Source: an optimization exercise on an open RTL-to-GDS flow (aim: small area, a short achievable clock period and few clock cycles per item). Production flows keep margins and buffers that such runs may drop. Function was checked by simulation only, so behaviour that the tests miss may differ from the original. Power and IR drop assume default switching activity.

### config.mk
export PLATFORM = sky130hd
export DESIGN_NAME = pyjamask96
export DESIGN_NICKNAME = pyjamask96
export VERILOG_FILES = /design/flow/design.v
export SDC_FILE = /design/flow/constraint.sdc
export NUM_CORES = 4
export LEC_CHECK = 0
export CAP_MARGIN = 20
export CORE_MARGIN = 2
export CORE_UTILIZATION = 40
export CTS_CLUSTER_DIAMETER = 100
export CTS_CLUSTER_SIZE = 30
export PLACE_DENSITY = 0.75
export SETUP_SLACK_MARGIN = 5
export SLEW_MARGIN = 20
export TNS_END_PERCENT = 0
### constraint.sdc
create_clock -name core_clock -period 8.0 [get_ports {clk}]
set_input_delay 1.6000 -clock core_clock [delete_from_list [all_inputs] [get_ports {clk}]]
set_output_delay 1.6000 -clock core_clock [all_outputs]
set_load 0.01 [all_outputs]
### design.v
`timescale 1ns/1ps
module pyjamask96(
    input clk,
    input reset_n,
    input load,
    input start,
    input [7:0] byte_in,
    input [7:0] byte_key_in,
    output reg valid,
    output reg [7:0] byte_out
    );
    reg         ph_ld, ks1, ph_run, ph_rot;
    reg         sel_run, sel_rot, sel_ld;
    reg         vld;
    reg [7:0]   in_x;
    reg         loading;
    reg         started;
    reg [3:0]   cnt;
    reg [95:0]  state;
    reg [127:0] key;     
    wire [95:0] sl = {state[31:24], state[23:16], state[15:8], state[7:0], state[95:88], state[87:80], state[79:72], state[71:64], state[63:56], state[55:48], state[47:40], state[39:32]};    
    wire [31:0] x0 = sl[95:64], x1 = sl[63:32], x2 = sl[31:0];
    wire [31:0] k0 = key[127:96], k1 = key[95:64], k2 = key[63:32], k3 = key[31:0];
    wire g = sel_run;
    wire [31:0] sb0 = ({32{g}} & x1) ^ ({32{g}} & x0 & x2);
    wire [31:0] sb1 = ({32{g}} & x2) ^ ({32{g}} & (x0 | x1));
    wire [31:0] sb2 = ({32{g}} & x0) ^ ({32{g}} & x1 & ~x2);
    wire [31:0] mr0, mr1, mr2;
    wire [95:0] mr = {mr0, mr1, mr2};
    wire [95:0] rk = {k0, k1, ~k2};
    wire [31:0] ka = k0 ^ k1, kb = k2 ^ k3;
    wire [31:0] kx0 = k1 ^ kb;
    wire [31:0] kmk;
    wire [31:0] kx1 = k0 ^ kb, kx2 = k3 ^ ka, kx3 = k2 ^ ka;
    wire [31:0] nk0 = kmk ^ {24'h0, 4'h8, cnt};
    wire [31:0] nk1 = {kx1[7:0],  kx1[31:8]}  ^ 32'h00006a00;
    wire [31:0] nk2 = {kx2[14:0], kx2[31:15]} ^ 32'h003f0000;
    wire [31:0] nk3 = {kx3[17:0], kx3[31:18]} ^ 32'h24000000;
    wire [31:0] m0_f1;
    assign m0_f1[0] = sb0[0] ^ sb0[5];
    assign m0_f1[1] = sb0[1] ^ sb0[6];
    assign m0_f1[2] = sb0[2] ^ sb0[7];
    assign m0_f1[3] = sb0[3] ^ sb0[8];
    assign m0_f1[4] = sb0[4] ^ sb0[9];
    assign m0_f1[5] = sb0[5] ^ sb0[10];
    assign m0_f1[6] = sb0[6] ^ sb0[11];
    assign m0_f1[7] = sb0[7] ^ sb0[12];
    assign m0_f1[8] = sb0[8] ^ sb0[13];
    assign m0_f1[9] = sb0[9] ^ sb0[14];
    assign m0_f1[10] = sb0[10] ^ sb0[15];
    assign m0_f1[11] = sb0[11] ^ sb0[16];
    assign m0_f1[12] = sb0[12] ^ sb0[17];
    assign m0_f1[13] = sb0[13] ^ sb0[18];
    assign m0_f1[14] = sb0[14] ^ sb0[19];
    assign m0_f1[15] = sb0[15] ^ sb0[20];
    assign m0_f1[16] = sb0[16] ^ sb0[21];
    assign m0_f1[17] = sb0[17] ^ sb0[22];
    assign m0_f1[18] = sb0[18] ^ sb0[23];
    assign m0_f1[19] = sb0[19] ^ sb0[24];
    assign m0_f1[20] = sb0[20] ^ sb0[25];
    assign m0_f1[21] = sb0[21] ^ sb0[26];
    assign m0_f1[22] = sb0[22] ^ sb0[27];
    assign m0_f1[23] = sb0[23] ^ sb0[28];
    assign m0_f1[24] = sb0[24] ^ sb0[29];
    assign m0_f1[25] = sb0[25] ^ sb0[30];
    assign m0_f1[26] = sb0[26] ^ sb0[31];
    assign m0_f1[27] = sb0[27] ^ sb0[0];
    assign m0_f1[28] = sb0[28] ^ sb0[1];
    assign m0_f1[29] = sb0[29] ^ sb0[2];
    assign m0_f1[30] = sb0[30] ^ sb0[3];
    assign m0_f1[31] = sb0[31] ^ sb0[4];
    wire [31:0] m0_f2;
    assign m0_f2[0] = sb0[0] ^ m0_f1[8];
    assign m0_f2[1] = sb0[1] ^ m0_f1[9];
    assign m0_f2[2] = sb0[2] ^ m0_f1[10];
    assign m0_f2[3] = sb0[3] ^ m0_f1[11];
    assign m0_f2[4] = sb0[4] ^ m0_f1[12];
    assign m0_f2[5] = sb0[5] ^ m0_f1[13];
    assign m0_f2[6] = sb0[6] ^ m0_f1[14];
    assign m0_f2[7] = sb0[7] ^ m0_f1[15];
    assign m0_f2[8] = sb0[8] ^ m0_f1[16];
    assign m0_f2[9] = sb0[9] ^ m0_f1[17];
    assign m0_f2[10] = sb0[10] ^ m0_f1[18];
    assign m0_f2[11] = sb0[11] ^ m0_f1[19];
    assign m0_f2[12] = sb0[12] ^ m0_f1[20];
    assign m0_f2[13] = sb0[13] ^ m0_f1[21];
    assign m0_f2[14] = sb0[14] ^ m0_f1[22];
    assign m0_f2[15] = sb0[15] ^ m0_f1[23];
    assign m0_f2[16] = sb0[16] ^ m0_f1[24];
    assign m0_f2[17] = sb0[17] ^ m0_f1[25];
    assign m0_f2[18] = sb0[18] ^ m0_f1[26];
    assign m0_f2[19] = sb0[19] ^ m0_f1[27];
    assign m0_f2[20] = sb0[20] ^ m0_f1[28];
    assign m0_f2[21] = sb0[21] ^ m0_f1[29];
    assign m0_f2[22] = sb0[22] ^ m0_f1[30];
    assign m0_f2[23] = sb0[23] ^ m0_f1[31];
    assign m0_f2[24] = sb0[24] ^ m0_f1[0];
    assign m0_f2[25] = sb0[25] ^ m0_f1[1];
    assign m0_f2[26] = sb0[26] ^ m0_f1[2];
    assign m0_f2[27] = sb0[27] ^ m0_f1[3];
    assign m0_f2[28] = sb0[28] ^ m0_f1[4];
    assign m0_f2[29] = sb0[29] ^ m0_f1[5];
    assign m0_f2[30] = sb0[30] ^ m0_f1[6];
    assign m0_f2[31] = sb0[31] ^ m0_f1[7];
    assign mr0[0] = m0_f1[2] ^ m0_f1[24] ^ sb0[31] ^ m0_f2[0] ^ m0_f2[6];
    assign mr0[1] = m0_f1[3] ^ m0_f1[25] ^ sb0[0] ^ m0_f2[1] ^ m0_f2[7];
    assign mr0[2] = m0_f1[4] ^ m0_f1[26] ^ sb0[1] ^ m0_f2[2] ^ m0_f2[8];
    assign mr0[3] = m0_f1[5] ^ m0_f1[27] ^ sb0[2] ^ m0_f2[3] ^ m0_f2[9];
    assign mr0[4] = m0_f1[6] ^ m0_f1[28] ^ sb0[3] ^ m0_f2[4] ^ m0_f2[10];
    assign mr0[5] = m0_f1[7] ^ m0_f1[29] ^ sb0[4] ^ m0_f2[5] ^ m0_f2[11];
    assign mr0[6] = m0_f1[8] ^ m0_f1[30] ^ sb0[5] ^ m0_f2[6] ^ m0_f2[12];
    assign mr0[7] = m0_f1[9] ^ m0_f1[31] ^ sb0[6] ^ m0_f2[7] ^ m0_f2[13];
    assign mr0[8] = m0_f1[10] ^ m0_f1[0] ^ sb0[7] ^ m0_f2[8] ^ m0_f2[14];
    assign mr0[9] = m0_f1[11] ^ m0_f1[1] ^ sb0[8] ^ m0_f2[9] ^ m0_f2[15];
    assign mr0[10] = m0_f1[12] ^ m0_f1[2] ^ sb0[9] ^ m0_f2[10] ^ m0_f2[16];
    assign mr0[11] = m0_f1[13] ^ m0_f1[3] ^ sb0[10] ^ m0_f2[11] ^ m0_f2[17];
    assign mr0[12] = m0_f1[14] ^ m0_f1[4] ^ sb0[11] ^ m0_f2[12] ^ m0_f2[18];
    assign mr0[13] = m0_f1[15] ^ m0_f1[5] ^ sb0[12] ^ m0_f2[13] ^ m0_f2[19];
    assign mr0[14] = m0_f1[16] ^ m0_f1[6] ^ sb0[13] ^ m0_f2[14] ^ m0_f2[20];
    assign mr0[15] = m0_f1[17] ^ m0_f1[7] ^ sb0[14] ^ m0_f2[15] ^ m0_f2[21];
    assign mr0[16] = m0_f1[18] ^ m0_f1[8] ^ sb0[15] ^ m0_f2[16] ^ m0_f2[22];
    assign mr0[17] = m0_f1[19] ^ m0_f1[9] ^ sb0[16] ^ m0_f2[17] ^ m0_f2[23];
    assign mr0[18] = m0_f1[20] ^ m0_f1[10] ^ sb0[17] ^ m0_f2[18] ^ m0_f2[24];
    assign mr0[19] = m0_f1[21] ^ m0_f1[11] ^ sb0[18] ^ m0_f2[19] ^ m0_f2[25];
    assign mr0[20] = m0_f1[22] ^ m0_f1[12] ^ sb0[19] ^ m0_f2[20] ^ m0_f2[26];
    assign mr0[21] = m0_f1[23] ^ m0_f1[13] ^ sb0[20] ^ m0_f2[21] ^ m0_f2[27];
    assign mr0[22] = m0_f1[24] ^ m0_f1[14] ^ sb0[21] ^ m0_f2[22] ^ m0_f2[28];
    assign mr0[23] = m0_f1[25] ^ m0_f1[15] ^ sb0[22] ^ m0_f2[23] ^ m0_f2[29];
    assign mr0[24] = m0_f1[26] ^ m0_f1[16] ^ sb0[23] ^ m0_f2[24] ^ m0_f2[30];
    assign mr0[25] = m0_f1[27] ^ m0_f1[17] ^ sb0[24] ^ m0_f2[25] ^ m0_f2[31];
    assign mr0[26] = m0_f1[28] ^ m0_f1[18] ^ sb0[25] ^ m0_f2[26] ^ m0_f2[0];
    assign mr0[27] = m0_f1[29] ^ m0_f1[19] ^ sb0[26] ^ m0_f2[27] ^ m0_f2[1];
    assign mr0[28] = m0_f1[30] ^ m0_f1[20] ^ sb0[27] ^ m0_f2[28] ^ m0_f2[2];
    assign mr0[29] = m0_f1[31] ^ m0_f1[21] ^ sb0[28] ^ m0_f2[29] ^ m0_f2[3];
    assign mr0[30] = m0_f1[0] ^ m0_f1[22] ^ sb0[29] ^ m0_f2[30] ^ m0_f2[4];
    assign mr0[31] = m0_f1[1] ^ m0_f1[23] ^ sb0[30] ^ m0_f2[31] ^ m0_f2[5];
    wire [31:0] m1_f1;
    assign m1_f1[0] = sb1[0] ^ sb1[13];
    assign m1_f1[1] = sb1[1] ^ sb1[14];
    assign m1_f1[2] = sb1[2] ^ sb1[15];
    assign m1_f1[3] = sb1[3] ^ sb1[16];
    assign m1_f1[4] = sb1[4] ^ sb1[17];
    assign m1_f1[5] = sb1[5] ^ sb1[18];
    assign m1_f1[6] = sb1[6] ^ sb1[19];
    assign m1_f1[7] = sb1[7] ^ sb1[20];
    assign m1_f1[8] = sb1[8] ^ sb1[21];
    assign m1_f1[9] = sb1[9] ^ sb1[22];
    assign m1_f1[10] = sb1[10] ^ sb1[23];
    assign m1_f1[11] = sb1[11] ^ sb1[24];
    assign m1_f1[12] = sb1[12] ^ sb1[25];
    assign m1_f1[13] = sb1[13] ^ sb1[26];
    assign m1_f1[14] = sb1[14] ^ sb1[27];
    assign m1_f1[15] = sb1[15] ^ sb1[28];
    assign m1_f1[16] = sb1[16] ^ sb1[29];
    assign m1_f1[17] = sb1[17] ^ sb1[30];
    assign m1_f1[18] = sb1[18] ^ sb1[31];
    assign m1_f1[19] = sb1[19] ^ sb1[0];
    assign m1_f1[20] = sb1[20] ^ sb1[1];
    assign m1_f1[21] = sb1[21] ^ sb1[2];
    assign m1_f1[22] = sb1[22] ^ sb1[3];
    assign m1_f1[23] = sb1[23] ^ sb1[4];
    assign m1_f1[24] = sb1[24] ^ sb1[5];
    assign m1_f1[25] = sb1[25] ^ sb1[6];
    assign m1_f1[26] = sb1[26] ^ sb1[7];
    assign m1_f1[27] = sb1[27] ^ sb1[8];
    assign m1_f1[28] = sb1[28] ^ sb1[9];
    assign m1_f1[29] = sb1[29] ^ sb1[10];
    assign m1_f1[30] = sb1[30] ^ sb1[11];
    assign m1_f1[31] = sb1[31] ^ sb1[12];
    wire [31:0] m1_f2;
    assign m1_f2[0] = sb1[0] ^ m1_f1[17];
    assign m1_f2[1] = sb1[1] ^ m1_f1[18];
    assign m1_f2[2] = sb1[2] ^ m1_f1[19];
    assign m1_f2[3] = sb1[3] ^ m1_f1[20];
    assign m1_f2[4] = sb1[4] ^ m1_f1[21];
    assign m1_f2[5] = sb1[5] ^ m1_f1[22];
    assign m1_f2[6] = sb1[6] ^ m1_f1[23];
    assign m1_f2[7] = sb1[7] ^ m1_f1[24];
    assign m1_f2[8] = sb1[8] ^ m1_f1[25];
    assign m1_f2[9] = sb1[9] ^ m1_f1[26];
    assign m1_f2[10] = sb1[10] ^ m1_f1[27];
    assign m1_f2[11] = sb1[11] ^ m1_f1[28];
    assign m1_f2[12] = sb1[12] ^ m1_f1[29];
    assign m1_f2[13] = sb1[13] ^ m1_f1[30];
    assign m1_f2[14] = sb1[14] ^ m1_f1[31];
    assign m1_f2[15] = sb1[15] ^ m1_f1[0];
    assign m1_f2[16] = sb1[16] ^ m1_f1[1];
    assign m1_f2[17] = sb1[17] ^ m1_f1[2];
    assign m1_f2[18] = sb1[18] ^ m1_f1[3];
    assign m1_f2[19] = sb1[19] ^ m1_f1[4];
    assign m1_f2[20] = sb1[20] ^ m1_f1[5];
    assign m1_f2[21] = sb1[21] ^ m1_f1[6];
    assign m1_f2[22] = sb1[22] ^ m1_f1[7];
    assign m1_f2[23] = sb1[23] ^ m1_f1[8];
    assign m1_f2[24] = sb1[24] ^ m1_f1[9];
    assign m1_f2[25] = sb1[25] ^ m1_f1[10];
    assign m1_f2[26] = sb1[26] ^ m1_f1[11];
    assign m1_f2[27] = sb1[27] ^ m1_f1[12];
    assign m1_f2[28] = sb1[28] ^ m1_f1[13];
    assign m1_f2[29] = sb1[29] ^ m1_f1[14];
    assign m1_f2[30] = sb1[30] ^ m1_f1[15];
    assign m1_f2[31] = sb1[31] ^ m1_f1[16];
    wire [31:0] m1_f3;
    assign m1_f3[0] = m1_f2[0] ^ m1_f2[8];
    assign m1_f3[1] = m1_f2[1] ^ m1_f2[9];
    assign m1_f3[2] = m1_f2[2] ^ m1_f2[10];
    assign m1_f3[3] = m1_f2[3] ^ m1_f2[11];
    assign m1_f3[4] = m1_f2[4] ^ m1_f2[12];
    assign m1_f3[5] = m1_f2[5] ^ m1_f2[13];
    assign m1_f3[6] = m1_f2[6] ^ m1_f2[14];
    assign m1_f3[7] = m1_f2[7] ^ m1_f2[15];
    assign m1_f3[8] = m1_f2[8] ^ m1_f2[16];
    assign m1_f3[9] = m1_f2[9] ^ m1_f2[17];
    assign m1_f3[10] = m1_f2[10] ^ m1_f2[18];
    assign m1_f3[11] = m1_f2[11] ^ m1_f2[19];
    assign m1_f3[12] = m1_f2[12] ^ m1_f2[20];
    assign m1_f3[13] = m1_f2[13] ^ m1_f2[21];
    assign m1_f3[14] = m1_f2[14] ^ m1_f2[22];
    assign m1_f3[15] = m1_f2[15] ^ m1_f2[23];
    assign m1_f3[16] = m1_f2[16] ^ m1_f2[24];
    assign m1_f3[17] = m1_f2[17] ^ m1_f2[25];
    assign m1_f3[18] = m1_f2[18] ^ m1_f2[26];
    assign m1_f3[19] = m1_f2[19] ^ m1_f2[27];
    assign m1_f3[20] = m1_f2[20] ^ m1_f2[28];
    assign m1_f3[21] = m1_f2[21] ^ m1_f2[29];
    assign m1_f3[22] = m1_f2[22] ^ m1_f2[30];
    assign m1_f3[23] = m1_f2[23] ^ m1_f2[31];
    assign m1_f3[24] = m1_f2[24] ^ m1_f2[0];
    assign m1_f3[25] = m1_f2[25] ^ m1_f2[1];
    assign m1_f3[26] = m1_f2[26] ^ m1_f2[2];
    assign m1_f3[27] = m1_f2[27] ^ m1_f2[3];
    assign m1_f3[28] = m1_f2[28] ^ m1_f2[4];
    assign m1_f3[29] = m1_f2[29] ^ m1_f2[5];
    assign m1_f3[30] = m1_f2[30] ^ m1_f2[6];
    assign m1_f3[31] = m1_f2[31] ^ m1_f2[7];
    assign mr1[0] = m1_f1[6] ^ m1_f2[1] ^ m1_f3[9];
    assign mr1[1] = m1_f1[7] ^ m1_f2[2] ^ m1_f3[10];
    assign mr1[2] = m1_f1[8] ^ m1_f2[3] ^ m1_f3[11];
    assign mr1[3] = m1_f1[9] ^ m1_f2[4] ^ m1_f3[12];
    assign mr1[4] = m1_f1[10] ^ m1_f2[5] ^ m1_f3[13];
    assign mr1[5] = m1_f1[11] ^ m1_f2[6] ^ m1_f3[14];
    assign mr1[6] = m1_f1[12] ^ m1_f2[7] ^ m1_f3[15];
    assign mr1[7] = m1_f1[13] ^ m1_f2[8] ^ m1_f3[16];
    assign mr1[8] = m1_f1[14] ^ m1_f2[9] ^ m1_f3[17];
    assign mr1[9] = m1_f1[15] ^ m1_f2[10] ^ m1_f3[18];
    assign mr1[10] = m1_f1[16] ^ m1_f2[11] ^ m1_f3[19];
    assign mr1[11] = m1_f1[17] ^ m1_f2[12] ^ m1_f3[20];
    assign mr1[12] = m1_f1[18] ^ m1_f2[13] ^ m1_f3[21];
    assign mr1[13] = m1_f1[19] ^ m1_f2[14] ^ m1_f3[22];
    assign mr1[14] = m1_f1[20] ^ m1_f2[15] ^ m1_f3[23];
    assign mr1[15] = m1_f1[21] ^ m1_f2[16] ^ m1_f3[24];
    assign mr1[16] = m1_f1[22] ^ m1_f2[17] ^ m1_f3[25];
    assign mr1[17] = m1_f1[23] ^ m1_f2[18] ^ m1_f3[26];
    assign mr1[18] = m1_f1[24] ^ m1_f2[19] ^ m1_f3[27];
    assign mr1[19] = m1_f1[25] ^ m1_f2[20] ^ m1_f3[28];
    assign mr1[20] = m1_f1[26] ^ m1_f2[21] ^ m1_f3[29];
    assign mr1[21] = m1_f1[27] ^ m1_f2[22] ^ m1_f3[30];
    assign mr1[22] = m1_f1[28] ^ m1_f2[23] ^ m1_f3[31];
    assign mr1[23] = m1_f1[29] ^ m1_f2[24] ^ m1_f3[0];
    assign mr1[24] = m1_f1[30] ^ m1_f2[25] ^ m1_f3[1];
    assign mr1[25] = m1_f1[31] ^ m1_f2[26] ^ m1_f3[2];
    assign mr1[26] = m1_f1[0] ^ m1_f2[27] ^ m1_f3[3];
    assign mr1[27] = m1_f1[1] ^ m1_f2[28] ^ m1_f3[4];
    assign mr1[28] = m1_f1[2] ^ m1_f2[29] ^ m1_f3[5];
    assign mr1[29] = m1_f1[3] ^ m1_f2[30] ^ m1_f3[6];
    assign mr1[30] = m1_f1[4] ^ m1_f2[31] ^ m1_f3[7];
    assign mr1[31] = m1_f1[5] ^ m1_f2[0] ^ m1_f3[8];
    wire [31:0] m2_f1;
    assign m2_f1[0] = sb2[0] ^ sb2[2];
    assign m2_f1[1] = sb2[1] ^ sb2[3];
    assign m2_f1[2] = sb2[2] ^ sb2[4];
    assign m2_f1[3] = sb2[3] ^ sb2[5];
    assign m2_f1[4] = sb2[4] ^ sb2[6];
    assign m2_f1[5] = sb2[5] ^ sb2[7];
    assign m2_f1[6] = sb2[6] ^ sb2[8];
    assign m2_f1[7] = sb2[7] ^ sb2[9];
    assign m2_f1[8] = sb2[8] ^ sb2[10];
    assign m2_f1[9] = sb2[9] ^ sb2[11];
    assign m2_f1[10] = sb2[10] ^ sb2[12];
    assign m2_f1[11] = sb2[11] ^ sb2[13];
    assign m2_f1[12] = sb2[12] ^ sb2[14];
    assign m2_f1[13] = sb2[13] ^ sb2[15];
    assign m2_f1[14] = sb2[14] ^ sb2[16];
    assign m2_f1[15] = sb2[15] ^ sb2[17];
    assign m2_f1[16] = sb2[16] ^ sb2[18];
    assign m2_f1[17] = sb2[17] ^ sb2[19];
    assign m2_f1[18] = sb2[18] ^ sb2[20];
    assign m2_f1[19] = sb2[19] ^ sb2[21];
    assign m2_f1[20] = sb2[20] ^ sb2[22];
    assign m2_f1[21] = sb2[21] ^ sb2[23];
    assign m2_f1[22] = sb2[22] ^ sb2[24];
    assign m2_f1[23] = sb2[23] ^ sb2[25];
    assign m2_f1[24] = sb2[24] ^ sb2[26];
    assign m2_f1[25] = sb2[25] ^ sb2[27];
    assign m2_f1[26] = sb2[26] ^ sb2[28];
    assign m2_f1[27] = sb2[27] ^ sb2[29];
    assign m2_f1[28] = sb2[28] ^ sb2[30];
    assign m2_f1[29] = sb2[29] ^ sb2[31];
    assign m2_f1[30] = sb2[30] ^ sb2[0];
    assign m2_f1[31] = sb2[31] ^ sb2[1];
    wire [31:0] m2_f2;
    assign m2_f2[0] = sb2[0] ^ m2_f1[9];
    assign m2_f2[1] = sb2[1] ^ m2_f1[10];
    assign m2_f2[2] = sb2[2] ^ m2_f1[11];
    assign m2_f2[3] = sb2[3] ^ m2_f1[12];
    assign m2_f2[4] = sb2[4] ^ m2_f1[13];
    assign m2_f2[5] = sb2[5] ^ m2_f1[14];
    assign m2_f2[6] = sb2[6] ^ m2_f1[15];
    assign m2_f2[7] = sb2[7] ^ m2_f1[16];
    assign m2_f2[8] = sb2[8] ^ m2_f1[17];
    assign m2_f2[9] = sb2[9] ^ m2_f1[18];
    assign m2_f2[10] = sb2[10] ^ m2_f1[19];
    assign m2_f2[11] = sb2[11] ^ m2_f1[20];
    assign m2_f2[12] = sb2[12] ^ m2_f1[21];
    assign m2_f2[13] = sb2[13] ^ m2_f1[22];
    assign m2_f2[14] = sb2[14] ^ m2_f1[23];
    assign m2_f2[15] = sb2[15] ^ m2_f1[24];
    assign m2_f2[16] = sb2[16] ^ m2_f1[25];
    assign m2_f2[17] = sb2[17] ^ m2_f1[26];
    assign m2_f2[18] = sb2[18] ^ m2_f1[27];
    assign m2_f2[19] = sb2[19] ^ m2_f1[28];
    assign m2_f2[20] = sb2[20] ^ m2_f1[29];
    assign m2_f2[21] = sb2[21] ^ m2_f1[30];
    assign m2_f2[22] = sb2[22] ^ m2_f1[31];
    assign m2_f2[23] = sb2[23] ^ m2_f1[0];
    assign m2_f2[24] = sb2[24] ^ m2_f1[1];
    assign m2_f2[25] = sb2[25] ^ m2_f1[2];
    assign m2_f2[26] = sb2[26] ^ m2_f1[3];
    assign m2_f2[27] = sb2[27] ^ m2_f1[4];
    assign m2_f2[28] = sb2[28] ^ m2_f1[5];
    assign m2_f2[29] = sb2[29] ^ m2_f1[6];
    assign m2_f2[30] = sb2[30] ^ m2_f1[7];
    assign m2_f2[31] = sb2[31] ^ m2_f1[8];
    wire [31:0] m2_f3;
    assign m2_f3[0] = m2_f2[0] ^ m2_f2[6];
    assign m2_f3[1] = m2_f2[1] ^ m2_f2[7];
    assign m2_f3[2] = m2_f2[2] ^ m2_f2[8];
    assign m2_f3[3] = m2_f2[3] ^ m2_f2[9];
    assign m2_f3[4] = m2_f2[4] ^ m2_f2[10];
    assign m2_f3[5] = m2_f2[5] ^ m2_f2[11];
    assign m2_f3[6] = m2_f2[6] ^ m2_f2[12];
    assign m2_f3[7] = m2_f2[7] ^ m2_f2[13];
    assign m2_f3[8] = m2_f2[8] ^ m2_f2[14];
    assign m2_f3[9] = m2_f2[9] ^ m2_f2[15];
    assign m2_f3[10] = m2_f2[10] ^ m2_f2[16];
    assign m2_f3[11] = m2_f2[11] ^ m2_f2[17];
    assign m2_f3[12] = m2_f2[12] ^ m2_f2[18];
    assign m2_f3[13] = m2_f2[13] ^ m2_f2[19];
    assign m2_f3[14] = m2_f2[14] ^ m2_f2[20];
    assign m2_f3[15] = m2_f2[15] ^ m2_f2[21];
    assign m2_f3[16] = m2_f2[16] ^ m2_f2[22];
    assign m2_f3[17] = m2_f2[17] ^ m2_f2[23];
    assign m2_f3[18] = m2_f2[18] ^ m2_f2[24];
    assign m2_f3[19] = m2_f2[19] ^ m2_f2[25];
    assign m2_f3[20] = m2_f2[20] ^ m2_f2[26];
    assign m2_f3[21] = m2_f2[21] ^ m2_f2[27];
    assign m2_f3[22] = m2_f2[22] ^ m2_f2[28];
    assign m2_f3[23] = m2_f2[23] ^ m2_f2[29];
    assign m2_f3[24] = m2_f2[24] ^ m2_f2[30];
    assign m2_f3[25] = m2_f2[25] ^ m2_f2[31];
    assign m2_f3[26] = m2_f2[26] ^ m2_f2[0];
    assign m2_f3[27] = m2_f2[27] ^ m2_f2[1];
    assign m2_f3[28] = m2_f2[28] ^ m2_f2[2];
    assign m2_f3[29] = m2_f2[29] ^ m2_f2[3];
    assign m2_f3[30] = m2_f2[30] ^ m2_f2[4];
    assign m2_f3[31] = m2_f2[31] ^ m2_f2[5];
    assign mr2[0] = m2_f1[17] ^ m2_f1[2] ^ m2_f2[1] ^ m2_f3[7];
    assign mr2[1] = m2_f1[18] ^ m2_f1[3] ^ m2_f2[2] ^ m2_f3[8];
    assign mr2[2] = m2_f1[19] ^ m2_f1[4] ^ m2_f2[3] ^ m2_f3[9];
    assign mr2[3] = m2_f1[20] ^ m2_f1[5] ^ m2_f2[4] ^ m2_f3[10];
    assign mr2[4] = m2_f1[21] ^ m2_f1[6] ^ m2_f2[5] ^ m2_f3[11];
    assign mr2[5] = m2_f1[22] ^ m2_f1[7] ^ m2_f2[6] ^ m2_f3[12];
    assign mr2[6] = m2_f1[23] ^ m2_f1[8] ^ m2_f2[7] ^ m2_f3[13];
    assign mr2[7] = m2_f1[24] ^ m2_f1[9] ^ m2_f2[8] ^ m2_f3[14];
    assign mr2[8] = m2_f1[25] ^ m2_f1[10] ^ m2_f2[9] ^ m2_f3[15];
    assign mr2[9] = m2_f1[26] ^ m2_f1[11] ^ m2_f2[10] ^ m2_f3[16];
    assign mr2[10] = m2_f1[27] ^ m2_f1[12] ^ m2_f2[11] ^ m2_f3[17];
    assign mr2[11] = m2_f1[28] ^ m2_f1[13] ^ m2_f2[12] ^ m2_f3[18];
    assign mr2[12] = m2_f1[29] ^ m2_f1[14] ^ m2_f2[13] ^ m2_f3[19];
    assign mr2[13] = m2_f1[30] ^ m2_f1[15] ^ m2_f2[14] ^ m2_f3[20];
    assign mr2[14] = m2_f1[31] ^ m2_f1[16] ^ m2_f2[15] ^ m2_f3[21];
    assign mr2[15] = m2_f1[0] ^ m2_f1[17] ^ m2_f2[16] ^ m2_f3[22];
    assign mr2[16] = m2_f1[1] ^ m2_f1[18] ^ m2_f2[17] ^ m2_f3[23];
    assign mr2[17] = m2_f1[2] ^ m2_f1[19] ^ m2_f2[18] ^ m2_f3[24];
    assign mr2[18] = m2_f1[3] ^ m2_f1[20] ^ m2_f2[19] ^ m2_f3[25];
    assign mr2[19] = m2_f1[4] ^ m2_f1[21] ^ m2_f2[20] ^ m2_f3[26];
    assign mr2[20] = m2_f1[5] ^ m2_f1[22] ^ m2_f2[21] ^ m2_f3[27];
    assign mr2[21] = m2_f1[6] ^ m2_f1[23] ^ m2_f2[22] ^ m2_f3[28];
    assign mr2[22] = m2_f1[7] ^ m2_f1[24] ^ m2_f2[23] ^ m2_f3[29];
    assign mr2[23] = m2_f1[8] ^ m2_f1[25] ^ m2_f2[24] ^ m2_f3[30];
    assign mr2[24] = m2_f1[9] ^ m2_f1[26] ^ m2_f2[25] ^ m2_f3[31];
    assign mr2[25] = m2_f1[10] ^ m2_f1[27] ^ m2_f2[26] ^ m2_f3[0];
    assign mr2[26] = m2_f1[11] ^ m2_f1[28] ^ m2_f2[27] ^ m2_f3[1];
    assign mr2[27] = m2_f1[12] ^ m2_f1[29] ^ m2_f2[28] ^ m2_f3[2];
    assign mr2[28] = m2_f1[13] ^ m2_f1[30] ^ m2_f2[29] ^ m2_f3[3];
    assign mr2[29] = m2_f1[14] ^ m2_f1[31] ^ m2_f2[30] ^ m2_f3[4];
    assign mr2[30] = m2_f1[15] ^ m2_f1[0] ^ m2_f2[31] ^ m2_f3[5];
    assign mr2[31] = m2_f1[16] ^ m2_f1[1] ^ m2_f2[0] ^ m2_f3[6];
    wire [31:0] mk_f1;
    assign mk_f1[0] = kx0[0] ^ kx0[2];
    assign mk_f1[1] = kx0[1] ^ kx0[3];
    assign mk_f1[2] = kx0[2] ^ kx0[4];
    assign mk_f1[3] = kx0[3] ^ kx0[5];
    assign mk_f1[4] = kx0[4] ^ kx0[6];
    assign mk_f1[5] = kx0[5] ^ kx0[7];
    assign mk_f1[6] = kx0[6] ^ kx0[8];
    assign mk_f1[7] = kx0[7] ^ kx0[9];
    assign mk_f1[8] = kx0[8] ^ kx0[10];
    assign mk_f1[9] = kx0[9] ^ kx0[11];
    assign mk_f1[10] = kx0[10] ^ kx0[12];
    assign mk_f1[11] = kx0[11] ^ kx0[13];
    assign mk_f1[12] = kx0[12] ^ kx0[14];
    assign mk_f1[13] = kx0[13] ^ kx0[15];
    assign mk_f1[14] = kx0[14] ^ kx0[16];
    assign mk_f1[15] = kx0[15] ^ kx0[17];
    assign mk_f1[16] = kx0[16] ^ kx0[18];
    assign mk_f1[17] = kx0[17] ^ kx0[19];
    assign mk_f1[18] = kx0[18] ^ kx0[20];
    assign mk_f1[19] = kx0[19] ^ kx0[21];
    assign mk_f1[20] = kx0[20] ^ kx0[22];
    assign mk_f1[21] = kx0[21] ^ kx0[23];
    assign mk_f1[22] = kx0[22] ^ kx0[24];
    assign mk_f1[23] = kx0[23] ^ kx0[25];
    assign mk_f1[24] = kx0[24] ^ kx0[26];
    assign mk_f1[25] = kx0[25] ^ kx0[27];
    assign mk_f1[26] = kx0[26] ^ kx0[28];
    assign mk_f1[27] = kx0[27] ^ kx0[29];
    assign mk_f1[28] = kx0[28] ^ kx0[30];
    assign mk_f1[29] = kx0[29] ^ kx0[31];
    assign mk_f1[30] = kx0[30] ^ kx0[0];
    assign mk_f1[31] = kx0[31] ^ kx0[1];
    wire [31:0] mk_f2;
    assign mk_f2[0] = kx0[0] ^ kx0[11];
    assign mk_f2[1] = kx0[1] ^ kx0[12];
    assign mk_f2[2] = kx0[2] ^ kx0[13];
    assign mk_f2[3] = kx0[3] ^ kx0[14];
    assign mk_f2[4] = kx0[4] ^ kx0[15];
    assign mk_f2[5] = kx0[5] ^ kx0[16];
    assign mk_f2[6] = kx0[6] ^ kx0[17];
    assign mk_f2[7] = kx0[7] ^ kx0[18];
    assign mk_f2[8] = kx0[8] ^ kx0[19];
    assign mk_f2[9] = kx0[9] ^ kx0[20];
    assign mk_f2[10] = kx0[10] ^ kx0[21];
    assign mk_f2[11] = kx0[11] ^ kx0[22];
    assign mk_f2[12] = kx0[12] ^ kx0[23];
    assign mk_f2[13] = kx0[13] ^ kx0[24];
    assign mk_f2[14] = kx0[14] ^ kx0[25];
    assign mk_f2[15] = kx0[15] ^ kx0[26];
    assign mk_f2[16] = kx0[16] ^ kx0[27];
    assign mk_f2[17] = kx0[17] ^ kx0[28];
    assign mk_f2[18] = kx0[18] ^ kx0[29];
    assign mk_f2[19] = kx0[19] ^ kx0[30];
    assign mk_f2[20] = kx0[20] ^ kx0[31];
    assign mk_f2[21] = kx0[21] ^ kx0[0];
    assign mk_f2[22] = kx0[22] ^ kx0[1];
    assign mk_f2[23] = kx0[23] ^ kx0[2];
    assign mk_f2[24] = kx0[24] ^ kx0[3];
    assign mk_f2[25] = kx0[25] ^ kx0[4];
    assign mk_f2[26] = kx0[26] ^ kx0[5];
    assign mk_f2[27] = kx0[27] ^ kx0[6];
    assign mk_f2[28] = kx0[28] ^ kx0[7];
    assign mk_f2[29] = kx0[29] ^ kx0[8];
    assign mk_f2[30] = kx0[30] ^ kx0[9];
    assign mk_f2[31] = kx0[31] ^ kx0[10];
    wire [31:0] mk_f3;
    assign mk_f3[0] = mk_f1[0] ^ mk_f2[8];
    assign mk_f3[1] = mk_f1[1] ^ mk_f2[9];
    assign mk_f3[2] = mk_f1[2] ^ mk_f2[10];
    assign mk_f3[3] = mk_f1[3] ^ mk_f2[11];
    assign mk_f3[4] = mk_f1[4] ^ mk_f2[12];
    assign mk_f3[5] = mk_f1[5] ^ mk_f2[13];
    assign mk_f3[6] = mk_f1[6] ^ mk_f2[14];
    assign mk_f3[7] = mk_f1[7] ^ mk_f2[15];
    assign mk_f3[8] = mk_f1[8] ^ mk_f2[16];
    assign mk_f3[9] = mk_f1[9] ^ mk_f2[17];
    assign mk_f3[10] = mk_f1[10] ^ mk_f2[18];
    assign mk_f3[11] = mk_f1[11] ^ mk_f2[19];
    assign mk_f3[12] = mk_f1[12] ^ mk_f2[20];
    assign mk_f3[13] = mk_f1[13] ^ mk_f2[21];
    assign mk_f3[14] = mk_f1[14] ^ mk_f2[22];
    assign mk_f3[15] = mk_f1[15] ^ mk_f2[23];
    assign mk_f3[16] = mk_f1[16] ^ mk_f2[24];
    assign mk_f3[17] = mk_f1[17] ^ mk_f2[25];
    assign mk_f3[18] = mk_f1[18] ^ mk_f2[26];
    assign mk_f3[19] = mk_f1[19] ^ mk_f2[27];
    assign mk_f3[20] = mk_f1[20] ^ mk_f2[28];
    assign mk_f3[21] = mk_f1[21] ^ mk_f2[29];
    assign mk_f3[22] = mk_f1[22] ^ mk_f2[30];
    assign mk_f3[23] = mk_f1[23] ^ mk_f2[31];
    assign mk_f3[24] = mk_f1[24] ^ mk_f2[0];
    assign mk_f3[25] = mk_f1[25] ^ mk_f2[1];
    assign mk_f3[26] = mk_f1[26] ^ mk_f2[2];
    assign mk_f3[27] = mk_f1[27] ^ mk_f2[3];
    assign mk_f3[28] = mk_f1[28] ^ mk_f2[4];
    assign mk_f3[29] = mk_f1[29] ^ mk_f2[5];
    assign mk_f3[30] = mk_f1[30] ^ mk_f2[6];
    assign mk_f3[31] = mk_f1[31] ^ mk_f2[7];
    assign kmk[0] = kx0[20] ^ mk_f1[23] ^ mk_f3[0] ^ mk_f3[16] ^ mk_f3[28];
    assign kmk[1] = kx0[21] ^ mk_f1[24] ^ mk_f3[1] ^ mk_f3[17] ^ mk_f3[29];
    assign kmk[2] = kx0[22] ^ mk_f1[25] ^ mk_f3[2] ^ mk_f3[18] ^ mk_f3[30];
    assign kmk[3] = kx0[23] ^ mk_f1[26] ^ mk_f3[3] ^ mk_f3[19] ^ mk_f3[31];
    assign kmk[4] = kx0[24] ^ mk_f1[27] ^ mk_f3[4] ^ mk_f3[20] ^ mk_f3[0];
    assign kmk[5] = kx0[25] ^ mk_f1[28] ^ mk_f3[5] ^ mk_f3[21] ^ mk_f3[1];
    assign kmk[6] = kx0[26] ^ mk_f1[29] ^ mk_f3[6] ^ mk_f3[22] ^ mk_f3[2];
    assign kmk[7] = kx0[27] ^ mk_f1[30] ^ mk_f3[7] ^ mk_f3[23] ^ mk_f3[3];
    assign kmk[8] = kx0[28] ^ mk_f1[31] ^ mk_f3[8] ^ mk_f3[24] ^ mk_f3[4];
    assign kmk[9] = kx0[29] ^ mk_f1[0] ^ mk_f3[9] ^ mk_f3[25] ^ mk_f3[5];
    assign kmk[10] = kx0[30] ^ mk_f1[1] ^ mk_f3[10] ^ mk_f3[26] ^ mk_f3[6];
    assign kmk[11] = kx0[31] ^ mk_f1[2] ^ mk_f3[11] ^ mk_f3[27] ^ mk_f3[7];
    assign kmk[12] = kx0[0] ^ mk_f1[3] ^ mk_f3[12] ^ mk_f3[28] ^ mk_f3[8];
    assign kmk[13] = kx0[1] ^ mk_f1[4] ^ mk_f3[13] ^ mk_f3[29] ^ mk_f3[9];
    assign kmk[14] = kx0[2] ^ mk_f1[5] ^ mk_f3[14] ^ mk_f3[30] ^ mk_f3[10];
    assign kmk[15] = kx0[3] ^ mk_f1[6] ^ mk_f3[15] ^ mk_f3[31] ^ mk_f3[11];
    assign kmk[16] = kx0[4] ^ mk_f1[7] ^ mk_f3[16] ^ mk_f3[0] ^ mk_f3[12];
    assign kmk[17] = kx0[5] ^ mk_f1[8] ^ mk_f3[17] ^ mk_f3[1] ^ mk_f3[13];
    assign kmk[18] = kx0[6] ^ mk_f1[9] ^ mk_f3[18] ^ mk_f3[2] ^ mk_f3[14];
    assign kmk[19] = kx0[7] ^ mk_f1[10] ^ mk_f3[19] ^ mk_f3[3] ^ mk_f3[15];
    assign kmk[20] = kx0[8] ^ mk_f1[11] ^ mk_f3[20] ^ mk_f3[4] ^ mk_f3[16];
    assign kmk[21] = kx0[9] ^ mk_f1[12] ^ mk_f3[21] ^ mk_f3[5] ^ mk_f3[17];
    assign kmk[22] = kx0[10] ^ mk_f1[13] ^ mk_f3[22] ^ mk_f3[6] ^ mk_f3[18];
    assign kmk[23] = kx0[11] ^ mk_f1[14] ^ mk_f3[23] ^ mk_f3[7] ^ mk_f3[19];
    assign kmk[24] = kx0[12] ^ mk_f1[15] ^ mk_f3[24] ^ mk_f3[8] ^ mk_f3[20];
    assign kmk[25] = kx0[13] ^ mk_f1[16] ^ mk_f3[25] ^ mk_f3[9] ^ mk_f3[21];
    assign kmk[26] = kx0[14] ^ mk_f1[17] ^ mk_f3[26] ^ mk_f3[10] ^ mk_f3[22];
    assign kmk[27] = kx0[15] ^ mk_f1[18] ^ mk_f3[27] ^ mk_f3[11] ^ mk_f3[23];
    assign kmk[28] = kx0[16] ^ mk_f1[19] ^ mk_f3[28] ^ mk_f3[12] ^ mk_f3[24];
    assign kmk[29] = kx0[17] ^ mk_f1[20] ^ mk_f3[29] ^ mk_f3[13] ^ mk_f3[25];
    assign kmk[30] = kx0[18] ^ mk_f1[21] ^ mk_f3[30] ^ mk_f3[14] ^ mk_f3[26];
    assign kmk[31] = kx0[19] ^ mk_f1[22] ^ mk_f3[31] ^ mk_f3[15] ^ mk_f3[27];
    wire last_load  = ph_ld & loading & (cnt == 4'd15);
    wire last_round = ph_run & (cnt == 4'd14);
    wire last_out   = ph_rot & vld & (cnt == 4'd11);
    wire out_go     = (last_round | (ph_rot & ~vld & (cnt == 4'd11))) & (start | started);
    always @(posedge clk) begin
        sel_ld  <= (ph_ld & ~last_load) | last_out;
        sel_run <= ks1 | (ph_run & ~last_round);
        sel_rot <= (ph_rot & ~last_out) | last_round;
        valid   <= (vld & ~last_out) | out_go;
        in_x    <= byte_in ^ byte_key_in;
    end
    always @(posedge clk or negedge reset_n) begin
        if (!reset_n) begin
            ph_ld   <= 1'b1;
            ks1     <= 1'b0;
            ph_run  <= 1'b0;
            ph_rot  <= 1'b0;
            loading <= 1'b0;
            started <= 1'b0;
            vld     <= 1'b0;
            cnt     <= 4'd0;
        end else begin
            if (ph_ld) begin
                if (!loading) begin
                    started <= 1'b0;
                    if (load) begin
                        loading <= 1'b1;
                        cnt     <= 4'd1;
                    end
                end else begin
                    cnt <= cnt + 4'd1;
                    if (cnt == 4'd15) begin
                        loading <= 1'b0;
                        ph_ld   <= 1'b0;
                        ks1     <= 1'b1;
                    end
                end
            end
            if (ks1) begin
                cnt    <= 4'd1;
                ks1    <= 1'b0;
                ph_run <= 1'b1;
                if (start) started <= 1'b1;
            end
            if (ph_run) begin
                cnt <= cnt + 4'd1;
                if (start) started <= 1'b1;
                if (cnt == 4'd14) begin
                    cnt    <= 4'd0;
                    ph_run <= 1'b0;
                    ph_rot <= 1'b1;
                    if (start | started) vld <= 1'b1;
                end
            end
            if (ph_rot) begin
                cnt <= (cnt == 4'd11) ? 4'd0 : cnt + 4'd1;
                if (start) started <= 1'b1;
                if (cnt == 4'd11) begin
                    if (vld) begin
                        vld    <= 1'b0;
                        ph_rot <= 1'b0;
                        ph_ld  <= 1'b1;
                    end else if (start | started) begin
                        vld    <= 1'b1;
                    end
                end
            end
        end
    end
    wire       rot_in = ks1 | (loading & cnt[3] & cnt[2] & (cnt[1] | cnt[0]));
    wire [7:0] low_in = rot_in ? state[95:88] : in_x;
    wire [95:0] b = sel_run ? {rk[63:56], rk[55:48], rk[47:40], rk[39:32], rk[31:24], rk[23:16], rk[15:8], rk[7:0], rk[95:88], rk[87:80], rk[79:72], rk[71:64]} :
                    sel_rot ? {state[7:0], state[95:8]} :
                             {state[87:0], low_in};
    always @(posedge clk)
        state <= {mr[63:56], mr[55:48], mr[47:40], mr[39:32], mr[31:24], mr[23:16], mr[15:8], mr[7:0], mr[95:88], mr[87:80], mr[79:72], mr[71:64]} ^ b;
    always @(posedge clk) begin
        if (sel_ld)
            key <= {key[119:0], byte_key_in};
        else
            key <= {nk0, nk1, nk2, nk3};
    end
    always @(*) byte_out = state[39:32];
endmodule
### flow/run.sh
#!/bin/bash
set -euo pipefail
MARGIN=5.4
NOX3=1
PLATFORM_DONT_USE=$(sed -n '/^export DONT_USE_CELLS += \\/,/[^\\]$/p' "$FLOW_HOME/platforms/sky130hd/config.mk" | grep -o 'sky130_fd_sc_hd__[a-z0-9_]*' | tr '\n' ' ')
EXTRA=()
if [[ $NOX3 == 1 ]]; then
  EXTRA+=("DONT_USE_CELLS=$PLATFORM_DONT_USE sky130_fd_sc_hd__xor3_1 sky130_fd_sc_hd__xor3_2 sky130_fd_sc_hd__xor3_4 sky130_fd_sc_hd__xnor3_1 sky130_fd_sc_hd__xnor3_2 sky130_fd_sc_hd__xnor3_4")
fi
bash standard.sh "${EXTRA[@]}" SETUP_SLACK_MARGIN=$MARGIN finish > orfs_make.log 2>&1
### standard.sh
#!/bin/bash
# synth_recipe.tcl (not shown) runs the flow's synth.tcl, then flattens the netlist and writes it again
# the make line also repeats each setting of config.mk as NAME=value (left out here)
make -C /OpenROAD-flow-scripts/flow DESIGN_CONFIG=/design/flow/config.mk WORK_HOME=/design/flow/orfs CLKGATE_MAP_FILE= SYNTH_SCRIPT=/design/flow/synth_recipe.tcl "${@:-finish}"
==> flow_summary.toml, run 1 <==
[setup_path]
crit_required_ps = 8410
crit_path_max_incr_delay_ps = 670
crit_top_cell = "xnor2_1"
rr_startpoint = "state[16]"
crit_family = "XOR/XNOR gates"
crit_fanout = 5
crit_type = "register to register"
worst-path-stages = 8
cp-start-kind = "register"
cp_num_buf_inv = 0
worstPathCellList = "nor2_1, xnor2_2, xnor2_1, o21ai_0, nor3b_1, xnor2_1, xnor2_1, xnor2_1"
reg2regPathDepth = 8
crit_start = "state[16]"
r2r_end = "state[78]"
regToRegSetupSlack_ps = 5220
endpoint = "state[78]"
endpoint_kind = "register"
crit_slowest_cell = "dfxtp_1"
critPathArrivalTime_ps = 3190

[global_route]
grt_max_degree = 98
grt_pass1_vias = 15500
antenna_found_initial = 1
grt_overflow = 0
grt_pass1_wl_um = 109000
grt_usage_pct = 28.2

[power]
p_sw_share_pct = 35.9
p_switching_mw = 1.17
seqPwrFrac_pct = 43.7
comb_power_share_pct = 30.4
peakVddDrop_mv = 0.101
p_int_mw = 2.09
p_per_area_nw_per_um2 = 145
p_total_mw = 3.26
leakagePower_nw = 7.21
power_frac_clock_pct = 25.9

[timing]
maxSlewViolCount = 0
holdWs_ps = 509
rsz0062_at_grt = "yes"
relSlewSlack_pct = 33.6
fmax_ghz = 0.359
finalCriticalPeriod_ps = 2780
setup_tns_ps = 0
worstMarginPinSlew_ps = 990
fin_crit_sh_pct = 34.8
hold_viol = 0
setup_violations = 0
skew_ps = 22.9
fin_ws_ps = 5220

[drt]
avgRoutedWirePerCell_um = 25.8
drc = 0
drt_iter0_drc = 1708
vias_per_cell = 5.35
routed_wl_um = 76100
first_pass_iters = 7
ant_nets = 0
vias = 15800

[cells_and_area]
fin_cells = 2954
mostFrequentLayoutCell = "xnor2_1"
nNetsFinal = 2289
layout_common_cells = "xnor2_1, nand2_1, dfxtp_1"
fill_cells = 5038
area_delta_synth_final_pct = 9.05
layout-drive-gt1-share_pct = 10.6

[yosys]
synth-edff-count = 0
synthArstFlopShare_pct = 4.45
synth_seq_cells = 247
syn_nets = 2309
syn_avg_cell_area_um2 = 9.00
synth_cells = 2286
synthesis.area_um2 = 20600
yosys_most_used_dff = "dfxtp_1"
yosysUniqueCellTypes = 44
yosysSeqAreaShare_pct = 24.3
yosysWarnings = 1

[place]
gp_congestion = 1.07
dp.final_hpwl_um = 60700
post-place-ws_ps = 4480
dp_cells = 2911
port_buffers = 28

[floorplanning]
core_um2 = 51100
num_rows = 83
die_h_um = 231
die_x_um = 231
start_util_pct = 40.3
die-area_um2 = 53300
io_pins = 29

[worst_hold_path]
hold_path.class = "register to register"
hold_depth = 2

[clock_network]
clockRootBuffer = "clkbuf_16"
cts_buffers = 14
clock_sinks = 247
cts_tree = "yes"
path_clk_slew_ps = 120
insertion_delay_ps = 530
ctsLongestPathBuffers = 3
cts.htree.levels = 1

[outcome]
status = "finished clean"

[job]
max_cap_violations = 0
[layer usage]
metal,global-route usage [%],vias to the layer above,wire (um)
met5,0,-,0
met4,14.2,0,4750
met3,3.75,213,6170
met2,45.2,809,34200
met1,37.1,7564,31000
li1,-,7212,-
[cells in the mapped netlist (all sizes together) (2+ instances only)]
library cell  count  area share, %
a21oi            80            1.9
nor2            106            2.1
or3               7           0.21
nand3            10           0.27
mux2i            56            2.7
ha                3           0.18
dfrtp            10            1.2
a211oi           27           0.99
mux2             41            2.2
xnor2           950             44
a32o              2          0.097
a31oi             2          0.061
nand2           225            4.1
dfxtp           236             23
and3              2          0.061
buf              47            1.1
a221oi            9           0.38
o21ai           134            3.3
clkbuf           41           0.75
inv              14           0.26
nor3              5           0.12
xor2            208            9.0
nor2b            59            1.8
o21a              3           0.11
[worst min path at each step]
stage,startpoint,endpoint,slack [ps]
final,key[24],key[32],510
after global routing,key[1],key[9],540
after CTS,key[24],key[32],520
after detailed placement,ph_ld,ph_ld,510
after global placement,started,started,490
after floorplan,started,started,460
[power groups by stage]
stage / registers (mW) / clock network (mW) / logic, mW
2_1_floorplan: 1.37 / 0 / 0.692
3_3_place_gp: 1.45 / 0 / 0.938
3_5_place_dp: 1.45 / 0 / 0.930
4_1_cts: 1.42 / 0.854 / 0.959
5_1_grt: 1.42 / 0.892 / 1.04
6_report: 1.43 / 0.844 / 0.993
[cell type report]
| type | count | area, um2 | area share (%) |
|---|---|---|---|
| inverter | 14 | 57.6 | 0.257 |
| clock buffer | 20 | 414 | 1.85 |
| sequential | 247 | 5050 | 22.5 |
| timing repair buffer | 52 | 568 | 2.53 |
| antenna | 1 | 2.50 | 0.0112 |
| tap | 680 | 851 | 3.79 |
| clock inverter | 3 | 32.5 | 0.145 |
| multi-input combinational | 1937 | 15500 | 68.9 |
[worst min-delay path: stages (launching register included)]
cell and delay (ps):
dfxtp_1 360, nand2_1 70, o21ai_0 60
[cell families (layout without fill, tap and decap cells)]
family | Yosys count | in the layout | synth area share (%)
XOR/XNOR | 1158 | 1158 | 52.6
AO/OA/AOI/OAI | 260 | 260 | 6.96
AND/OR/NAND/NOR | 419 | 419 | 8.82
flip-flops | 247 | 247 | 24.3
other | 0 | 1 | 0
adder cells (fa/ha/maj) | 3 | 3 | 0.182
buffers and inverters | 102 | 89 | 2.15
multiplexers | 97 | 97 | 4.97
[timing repair]
item | CTS | global route
cloned | 1 | 1
hold buffers | 0 | 0
buffers inserted | 11 | 6
gates resized for setup | 81 | 25
hold endpoints to repair | 0 | 0
endpoints found under the setup margin | 127 | 142
pin swaps | 0 | 2
[through the flow]
stage                     util, %  instance area [um2]
after floorplan                 -                20600
after CTS                    43.5                22200
after global placement       41.8                21400
after detailed placement     41.8                21400
final                        43.9                22400
after global routing         43.9                22400
[flip-flops by register name (all words and copies together), names as in the netlist, 4 cells and up]
signal and flops:
key 128, state 96, cnt 4, in_x 8
Testbench counts, summed over its fixed seeds: cycles 8,256, blocks 192.
==> inputs of run 2 (changes only) <==
--- a/config.mk
+++ b/config.mk
@@ -5,12 +5,11 @@
 export SDC_FILE = /design/flow/constraint.sdc
 export NUM_CORES = 4
 export LEC_CHECK = 0
-export CAP_MARGIN = 20
+export CAP_MARGIN = 0
 export CORE_MARGIN = 2
 export CORE_UTILIZATION = 40
 export CTS_CLUSTER_DIAMETER = 100
 export CTS_CLUSTER_SIZE = 30
 export PLACE_DENSITY = 0.75
 export SETUP_SLACK_MARGIN = 5
-export SLEW_MARGIN = 20
-export TNS_END_PERCENT = 0
+export SLEW_MARGIN = 0
==> run 2 against run 1 <==
Net effect:
- routed wire length increased by 0.90%
- non-clock buffer count increased by 27
- worst setup slack better by 140 ps
- power is 0.82% higher
- sequential share of layout area decreased by 0.64 points
- utilization is 1.5 points higher
- clock power about the same
- first-iteration DRC count is 11% lower
- synthesized area stayed put
- hold slack better by 18 ps
- clock skew is essentially flat
- largest cell class unchanged
- highest routed layer unchanged
==> flow_summary.toml, run 2 <==
[yosys]
synth.largest_area_cell = "xnor2_1"
synth_commonest_cells = "xnor2_1, dfxtp_1, nand2_1"
yosysWarnings = 1
yosysUniqueCellTypes = 44
synth_cells = 2286
synth_seq_cells = 247
synth-edff-count = 0
yosysSeqAreaShare_pct = 24.3
synth.most_common_cell = "xnor2_1"
syn_nets = 2309
synthArstFlopShare_pct = 4.45
syn_avg_cell_area_um2 = 9.00
yosys_most_used_dff = "dfxtp_1"
synthesis.area_um2 = 20600
synthTopCellsByArea = "xnor2_1, dfxtp_1, xor2_1"
synth_top_area_share_pct = 37.3

[timing]
fin_crit_sh_pct = 33.1
worstMarginPinSlew_ps = 785
finalCriticalPeriod_ps = 2650
relSlewSlack_pct = 47.3
fmax_ghz = 0.378
rsz0062_at_grt = "yes"
maxSlewViolCount = 0
setup_violations = 0
skew_ps = 23.0
setup_tns_ps = 0
hold_viol = 0

[global_route]
antenna_found_initial = 1
grt_pass1_vias = 15800
grt_pass1_wl_um = 110000
grt_overflow = 0
use_met3_pct = 4.04
met1_usage_pct = 37.2
met2_usage_pct = 44.9
grt-busiest-layer = "met2"
grt_max_degree = 98
grt_usage_pct = 28.4

[floorplanning]
start_util_pct = 40.3
die_h_um = 231
die_x_um = 231
io_pins = 29
num_rows = 83
core_um2 = 51100
die-area_um2 = 53300

[setup_path]
crit_type = "register to primary output"
cp-start-kind = "register"
regToRegSetupSlack_ps = 5400
crit_required_ps = 6400
crit_slowest_cell = "dfxtp_4"
crit_start = "state[37]"
crit_path_max_incr_delay_ps = 410
crit_fanout = 2
reg2regPathDepth = 7
crit_family = "flip-flops"
worst-path-stages = 1
cp_num_buf_inv = 1
worstPathCellList = "buf_6"
rr_startpoint = "state[57]"
endpoint_kind = "primary output"
critPathArrivalTime_ps = 1050

[worst_hold_path]
hold_path.class = "register to register"
hp-start = "ph_ld"
hold_depth = 2

[place]
port_buffers = 28
dpl_cell_area_um2 = 21400
dp.final_hpwl_um = 60700
gp_congestion = 1.07

[cells_and_area]
nNetsFinal = 2316
layout_common_cells = "xnor2_1, nand2_1, dfxtp_1"
largest_reg_flops = 128
fill_cells = 4939
mostFrequentLayoutCell = "xnor2_1"
largest-register = "key"
postLayoutCellArea_um2 = 23200
top_regs = "key (128), state (96), in_x (8)"
multi_input_area_um2 = 15900
layout-drive-gt1-share_pct = 14.6
area_delta_synth_final_pct = 12.7
seq_area_um2 = 5070

[power]
p_per_area_nw_per_um2 = 142
peakVddDrop_mv = 0.101
leakagePower_nw = 7.58

[drt]
drt_iter0_drc = 1523
routed_wl_um = 76800
ant_nets = 0
vias = 16000
vias_per_cell = 5.37
drc = 0
first_pass_iters = 5
avgRoutedWirePerCell_um = 25.8

[clock_network]
clock_sinks = 247
ctsLongestPathBuffers = 3
ctsHoldBuffers = 0
insertion_delay_ps = 540
cts_tree = "yes"
clockRootBuffer = "clkbuf_16"
cts.htree.levels = 1
cts_buffers = 14
path_clk_slew_ps = 100

[outcome]
status = "finished clean"

[job]
max_cap_violations = 0
run 2: cell counts after synthesis:
No cell type changed its count.
run 2: path summary, 6_finish.rpt:
kind	endpoint
min in group asynchronous	cnt[1]
hold / removal	ph_ld
setup / recovery	byte_out[5]
setup reg to reg	state[45]
max in group asynchronous	ph_ld
hold reg to reg	ph_ld
run 2: layout make-up:
class	instances	area share [%]
Inverter	14	0.248
Clock inverter	3	0.140
Timing Repair Buffer	79	3.55
Tap cell	680	3.67
Antenna cell	1	0.0108
Sequential cell	247	21.9
Clock buffer	20	1.79
Multi-Input combinational cell	1937	68.7
run 2: cell families after synthesis:
kind of cell	after synthesis	share of synthesized area (%)
AND/OR/NAND/NOR	419	8.82
buffers and inverters	102	2.15
XOR/XNOR	1158	52.6
flip-flops	247	24.3
adder cells (fa/ha/maj)	3	0.182
AO/OA/AOI/OAI	260	6.96
multiplexers	97	4.97
run 2: per-layer routing:
| layer | part of all wire [%] | vias up |
|---|---|---|
| met5 | 0 | - |
| met3 | 8.2 | 234 |
| met1 | 40 | 7720 |
| met2 | 44 | 800 |
| li1 | - | 7260 |
| met4 | 7.2 | 0 |
run 2: power breakdown:
part / total, mW / internal [mW] / switching, mW
registers: 1.43 / 1.29 / 0.143
clock network: 0.846 / 0.372 / 0.474
logic: 1.01 / 0.448 / 0.564
total: 3.29 / 2.11 / 1.18
run 2: through the flow:
stage                     total power, mW  setup WS (ps)  hold WS [ps]  std cells  utilization (%)
after CTS                            3.25           5350           524       2954             44.1
after global placement               2.39           4500           490       2911             41.8
after global routing                 3.38           5350           544       2980             45.4
after detailed placement             2.38           4480           509       2911             41.8
after floorplan                      2.06           5630           464       2286                -
final                                3.29           5350           527       2981             45.4
run 2: what timing repair did:
item	4_1_cts	5_1_grt
gates cloned	2	0
endpoints found under the hold margin	0	0
endpoints found under the setup margin	127	89
pin swaps	4	8
setup buffers	18	26
resized for setup	123	81
==> inputs of run 3 (changes only) <==
--- a/flow/run.sh
+++ b/flow/run.sh
@@ -7,4 +7,5 @@
 if [[ $NOX3 == 1 ]]; then
   EXTRA+=("DONT_USE_CELLS=$PLATFORM_DONT_USE sky130_fd_sc_hd__xor3_1 sky130_fd_sc_hd__xor3_2 sky130_fd_sc_hd__xor3_4 sky130_fd_sc_hd__xnor3_1 sky130_fd_sc_hd__xnor3_2 sky130_fd_sc_hd__xnor3_4")
 fi
+export POST_FLOORPLAN_TCL="$PWD/flow/upsize_ff.tcl"
 bash standard.sh "${EXTRA[@]}" SETUP_SLACK_MARGIN=$MARGIN finish > orfs_make.log 2>&1
==> flow/upsize_ff.tcl (new file) <==
# Give every plain flip-flop the 2x drive strength: the state and key bits
# each drive five gates, and their clock-to-output delay starts every round path.
foreach inst [get_cells -filter "ref_name == sky130_fd_sc_hd__dfxtp_1"] {
  replace_cell $inst sky130_fd_sc_hd__dfxtp_2
}
--- a/config.mk
+++ b/config.mk
@@ -5,11 +5,11 @@
 export SDC_FILE = /design/flow/constraint.sdc
 export NUM_CORES = 4
 export LEC_CHECK = 0
-export CAP_MARGIN = 0
+export CAP_MARGIN = 20
 export CORE_MARGIN = 2
 export CORE_UTILIZATION = 40
 export CTS_CLUSTER_DIAMETER = 100
 export CTS_CLUSTER_SIZE = 30
-export PLACE_DENSITY = 0.75
+export PLACE_DENSITY = 0.6
 export SETUP_SLACK_MARGIN = 5
-export SLEW_MARGIN = 0
+export SLEW_MARGIN = 20
==> run 3 against run 2 <==
Net effect:
- still clean
- critical path type is now register to register
- cell count fell by 0.10%
- critical path depth rose by 6
- worst setup slack got worse by 30 ps
- sequential cell count did not move
- global-route usage rose by 0.98 points
- power rose by 4.1%
- clock power rose by 19%
- clock-buffer cell count fell by 1
- die area did not move
- utilization rose by 0.66 points
- design area rose by 1.5%
- combinational power barely moved
==> flow_summary.toml, run 3 <==
[floorplanning]
num_rows = 83
die_h_um = 231
start_util_pct = 40.3
io_pins = 29
die_x_um = 231
die-area_um2 = 53300
core_um2 = 51100

[power]
power_frac_clock_pct = 29.6
comb_power_share_pct = 28.8
p_sw_share_pct = 36.3
p_int_mw = 2.18
seqPwrFrac_pct = 41.6
p_switching_mw = 1.24
p_per_area_nw_per_um2 = 146
peakVddDrop_mv = 0.172
leakagePower_nw = 7.53

[place]
gp_congestion = 1.06
dp.final_hpwl_um = 62900
dp_cells = 2922
post-place-ws_ps = 4370
port_buffers = 28

[setup_path]
critPathArrivalTime_ps = 3090
cp-start-kind = "register"
reg2regPathDepth = 7
crit_type = "register to register"
crit_top_cell = "xnor2_1"
crit_slowest_cell = "xnor2_1"
worstPathCellList = "nand2_1, xnor2_1, nand2_1, xor2_2, xnor2_1, xnor2_2, xnor2_1"
crit_required_ps = 8420
endpoint_kind = "register"
crit_path_max_incr_delay_ps = 530
crit_fanout = 5

[yosys]
synth-edff-count = 0
synth_seq_cells = 247
syn_nets = 2309
yosysWarnings = 1
yosysSeqAreaShare_pct = 24.3
syn_avg_cell_area_um2 = 9.00
synth.most_common_cell = "xnor2_1"
synthArstFlopShare_pct = 4.45
synthesis.area_um2 = 20600
synthTopCellsByArea = "xnor2_1, dfxtp_1, xor2_1"
synth_top_area_share_pct = 37.3
synth_commonest_cells = "xnor2_1, dfxtp_1, nand2_1"
synth.largest_area_cell = "xnor2_1"
synth_cells = 2286
yosys_most_used_dff = "dfxtp_1"
yosysUniqueCellTypes = 44

[timing]
finalCriticalPeriod_ps = 2680
maxSlewViolCount = 0
relSlewSlack_pct = 29.4
fin_ws_ps = 5320
rsz0062_at_grt = "yes"
hold_viol = 0
worstMarginPinSlew_ps = 1050
setup_violations = 0
fmax_ghz = 0.374
setup_tns_ps = 0
fin_crit_sh_pct = 33.4
holdWs_ps = 499
skew_ps = 53.6

[cells_and_area]
layout-drive-gt1-share_pct = 23.7
mostFrequentLayoutCell = "xnor2_1"
layout_common_cells = "xnor2_1, dfxtp_2, nand2_1"
largest-register = "key"
top_regs = "key (128), state (96), in_x (8)"
area_delta_synth_final_pct = 14.3
finalCoreUtilization_pct = 46.0
fin_cells = 2978
largest_reg_flops = 128
antennaDiodeCount = 0
nNetsFinal = 2311

[worst_hold_path]
hold_path.class = "register to register"
hold_depth = 2

[global_route]
antenna_found_initial = 1
grt_max_degree = 81
grt_pass1_wl_um = 112000
grt_overflow = 0
grt_usage_pct = 29.4
grt_pass1_vias = 15400

[clock_network]
cts_buffers = 16
cts.htree.levels = 1
clock_sinks = 247
cts_tree = "yes"
insertion_delay_ps = 560
ctsLongestPathBuffers = 3
clockRootBuffer = "clkbuf_16"
path_clk_slew_ps = 120
ctsHoldBuffers = 0

[drt]
met3_length_um = 5020
first_pass_iters = 6
ant_nets = 0
drt_iter0_drc = 1491
highest_layer = "met5"
routed_wl_um = 79000
m1WireLength_um = 32700
avgRoutedWirePerCell_um = 26.5
drc = 0
vias = 15600
vias_per_cell = 5.24
wl_met2_um = 36000

[outcome]
status = "finished clean"

[job]
max_cap_violations = 0
run 3: path summary, 6_finish.rpt:
path,from,endpoint,slack [ps]
setup / recovery,state[20],state[6],5320
hold / removal,key[24],key[32],500
setup reg to reg,state[20],state[6],5320
hold reg to reg,key[24],key[32],500
max in group asynchronous,reset_n,cnt[2],6250
min in group asynchronous,reset_n,ph_run,1360
run 3: repair_timing:
| action | 4_1_cts | 5_1_grt |
|---|---|---|
| setup endpoints to repair | 119 | 102 |
| setup buffers | 13 | 13 |
| pin swaps | 1 | 6 |
| gates cloned | 2 | 0 |
| gates resized for setup | 130 | 61 |
run 3: cells by family after synthesis:
kind of cell	count (synthesis)	share of synthesized area [%]
DFF	247	24.3
AOI/OAI and AO/OA	260	6.96
and+or+nand+nor	419	8.82
buffers and inverters	102	2.15
xor gates and xnor gates	1158	52.6
adders and majority gates	3	0.182
muxes	97	4.97
run 3: worst max-delay path, delay by kind of cell (launching register included):
kind	cells	cell delay [ps]
xor gates and xnor gates	5	1570
DFF	1	500
and+or+nand+nor	2	480
run 3: per-layer routing:
| metal | vias up | global-route usage, % |
|---|---|---|
| li1 | 7271 | - |
| met1 | 7530 | 37.9 |
| met4 | 2 | 17.5 |
| met5 | - | 0 |
| met2 | 613 | 47.5 |
| met3 | 180 | 3.19 |
run 3: cell type report:
class	instances	area, um2
Fill cell	5001	27600
Multi-Input combinational cell	1937	15900
Clock inverter	9	169
Clock buffer	19	433
Timing Repair Buffer	72	797
Tap cell	680	851
Inverter	14	52.6
Sequential cell	247	5330
run 3: power by group through the flow:
stage	combinational (mW)	clock, mW	sequential [mW]
2_1_floorplan	0.692	0	1.37
3_3_place_gp	0.929	0	1.46
3_5_place_dp	0.923	0	1.45
4_1_cts	0.957	1.04	1.42
5_1_grt	1.04	1.07	1.43
6_report	0.986	1.01	1.43
run 3: stage by stage:
| stage | area, um2 | total power, mW |
|---|---|---|
| after CTS | 23000 | 3.41 |
| after global routing | 23500 | 3.54 |
| final | 23500 | 3.43 |
| after detailed placement | 21800 | 2.38 |
| after floorplan | 20600 | 2.06 |
| after global placement | 21800 | 2.38 |

==> re-timing with driven ports <==
Ports are ideal in the flow. The routed layouts listed here were re-timed in OpenROAD.
Step 1 (the two cells are an assumption about what drives the block):
set clk [get_ports {clk}]
set_driving_cell -lib_cell sky130_fd_sc_hd__clkbuf_16 $clk
set_driving_cell -lib_cell sky130_fd_sc_hd__buf_2 [delete_from_list [all_inputs] $clk]
Step 2 moves the port delays by t, midway between the first and last clock arrival at a register: inputs arrive t later, outputs are due t later. That takes back most of the time a late clock gives input paths.
Slacks: ideal / step 1 / step 2; pairs: ideal / step 1.
run	t, ns	slack for setup (ns)	latest minus earliest clock arrival (ns)	worst register clock-pin slew, ns	worst slew at a driven data input, ns
run 1	0.580	5.216 / 5.216 / 5.029	0.024 / 0.024	0.12 / 0.12	0.04
run 2	0.583	5.355 / 5.297 / 5.032	0.023 / 0.023	0.12 / 0.12	0.04
run 3	0.590	5.324 / 5.302 / 5.077	0.055 / 0.054	0.12 / 0.12	0.03
After both steps setup and hold are still met in every run listed. For run 2, which loses most, drivers alone change the setup slack by -0.058 ns; drivers and shift together by -0.323 ns.
